From an optimization exercise on the open Yosys and OpenROAD flow, aimed at small area and a short achievable clock period; shortcuts taken in it are not production practice. In this exercise RTL edits were held to simulation tests only and were not proved equivalent to the original. Power is estimated from default activity; no workload was simulated.

## harbor
Design chronos_ex, start of the top module:
module chronos_ex (
	input clk,
	input rst,               
	input in_valid,
	input [31:0] inst,
	input [31:0] pc,
	input [31:0] rs1_data,
	input [31:0] rs2_data,
	output reg out_valid,
	output reg [31:0] result,
	output reg br_taken,
	output reg [31:0] br_target,
	output [31:0] mem_wdata,
	output [3:0] mem_wmask
);
For scale: about 1300 cells after synthesis, roughly 230 I/O pins.
Settings: LEC_CHECK=0, CAP_MARGIN=0, CORE_MARGIN=2, CORE_UTILIZATION=55, CTS_CLUSTER_DIAMETER=80, CTS_CLUSTER_SIZE=30, SETUP_SLACK_MARGIN=2.6, SLEW_MARGIN=0; clock period 5.5 ns.
standard.sh (not shown) runs the stock make flow with config.mk's settings and CLKGATE_MAP_FILE= SYNTH_SCRIPT=/design/flow/synth_recipe.tcl, a recipe that flattens the netlist after the stock synthesis.
==> flow/flow/run.sh <==
#!/bin/bash
# Own layout flow: the standard layout (standard.sh, standard synthesis
# unchanged), except that buffer_ports gives every port a buf_1 buffer.
# make's full output goes to standard.log; each ORFS step logs under orfs/logs/.
set -euo pipefail
export BUFFER_PORTS_ARGS="-buffer_cell sky130_fd_sc_hd__buf_1"
bash standard.sh > standard.log 2>&1
For cedar, these inputs were changed with respect to harbor:
# harbor
export LEC_CHECK = 0
export CAP_MARGIN = 0
export CORE_MARGIN = 2
export CORE_UTILIZATION = 55
export CTS_CLUSTER_DIAMETER = 80
export CTS_CLUSTER_SIZE = 30
export SETUP_SLACK_MARGIN = 2.6
export SLEW_MARGIN = 0
create_clock -name core_clock -period 5.5 [get_ports {clk}]
# cedar
export LEC_CHECK = 0
export CAP_MARGIN = 0
export CORE_MARGIN = 2
export CORE_UTILIZATION = 65
export CTS_BUF_LIST = sky130_fd_sc_hd__clkbuf_8 sky130_fd_sc_hd__clkbuf_16
export CTS_CLUSTER_DIAMETER = 60
export CTS_CLUSTER_SIZE = 24
export PLACE_DENSITY = 0.72
export SETUP_SLACK_MARGIN = 2.7
export SLEW_MARGIN = 0
create_clock -name core_clock -period 5.5 [get_ports {clk}]
## What came out
cedar closes out successfully: all stages finished, all timing, DRC and antenna checks passed.
harbor went all the way through synthesis, placement and routing and the layout is clean on timing, DRC and antenna.
Length of routed met3 wiring in cedar is 860 um higher than in harbor
Comparing post-route standard cell area excluding fillers for harbor and cedar, the bigger number came from cedar.
cedar does worse than harbor on total power.
Compared with harbor, in cedar total routing resource utilization after global routing picked up an extra 4.0 points, number of vias in the routed layout picked up an extra 370.
Startpoint of the worst setup timing path: b1[0]$_DFF_P_ -> cedar, a1[25]$_DFF_P_ -> harbor
Edits applied to the flow inputs when going from cedar to lagoon:
# cedar
export LEC_CHECK = 0
export CAP_MARGIN = 0
export CORE_MARGIN = 2
export CORE_UTILIZATION = 65
export CTS_BUF_LIST = sky130_fd_sc_hd__clkbuf_8 sky130_fd_sc_hd__clkbuf_16
export CTS_CLUSTER_DIAMETER = 60
export CTS_CLUSTER_SIZE = 24
export PLACE_DENSITY = 0.72
export SETUP_SLACK_MARGIN = 2.7
export SLEW_MARGIN = 0
create_clock -name core_clock -period 5.5 [get_ports {clk}]
# lagoon
export LEC_CHECK = 0
export CAP_MARGIN = 0
export CORE_MARGIN = 2
export CORE_UTILIZATION = 55
export CTS_BUF_LIST = sky130_fd_sc_hd__clkbuf_8 sky130_fd_sc_hd__clkbuf_16
export CTS_CLUSTER_DIAMETER = 60
export CTS_CLUSTER_SIZE = 20
export SETUP_SLACK_MARGIN = 2.75
export SLEW_MARGIN = 0
create_clock -name core_clock -period 5.5 [get_ports {clk}]
==> summary.txt <==
In the reports for cedar and lagoon, the larger layout overhead on the synthesized area belongs to lagoon.
Delta (lagoon minus cedar): total power +0.49%; sequential cell count ~0 delta; footprint of the multi-input gates ~0 delta.
In the reports for cedar and lagoon, the larger met2 layer usage reported by global route belongs to cedar.
lagoon: cell count after placement 2.9% above cedar
Cmp cedar and lagoon / cell count / lower: cedar
Register fraction of the total cell area down 0.19 points in lagoon wrt cedar
Diff cedar and lagoon: floorplan row count higher in lagoon

what the ideal ports hide:
How much do the figures lean on ideal ports? The routed layouts below were timed once more, with nothing changed but the port constraints.
Step 1, drivers: a clkbuf_16 drives clk and a buf_2 each remaining input, both assumed.
Step 2 adds t to the input delays and takes it off the output delays; t is the mean of the earliest and latest rising clock arrival at the registers after step 1. Input paths then give back, and output paths get back, about the clock's delay inside the block.
a / b / c = ideal ports / drivers / drivers and shift; a / b = the first two.
run	shift t [ns]	slack for setup (ns)	hold WS [ns]	worst slew at a driven data input, ns	cell pins on the clock port's net
harbor	0.538	2.650 / 2.650 / 2.167	0.318 / 0.318 / 0.318	0.07	1
cedar	0.531	2.739 / 2.692 / 2.246	0.320 / 0.320 / 0.320	0.06	1
lagoon	0.542	2.740 / 2.688 / 2.276	0.319 / 0.319 / 0.319	0.07	1
After both steps setup and hold are still met in every run listed. The setup slack of cedar, which loses most, moves by -0.047 ns with the drivers and by -0.493 ns with both steps.
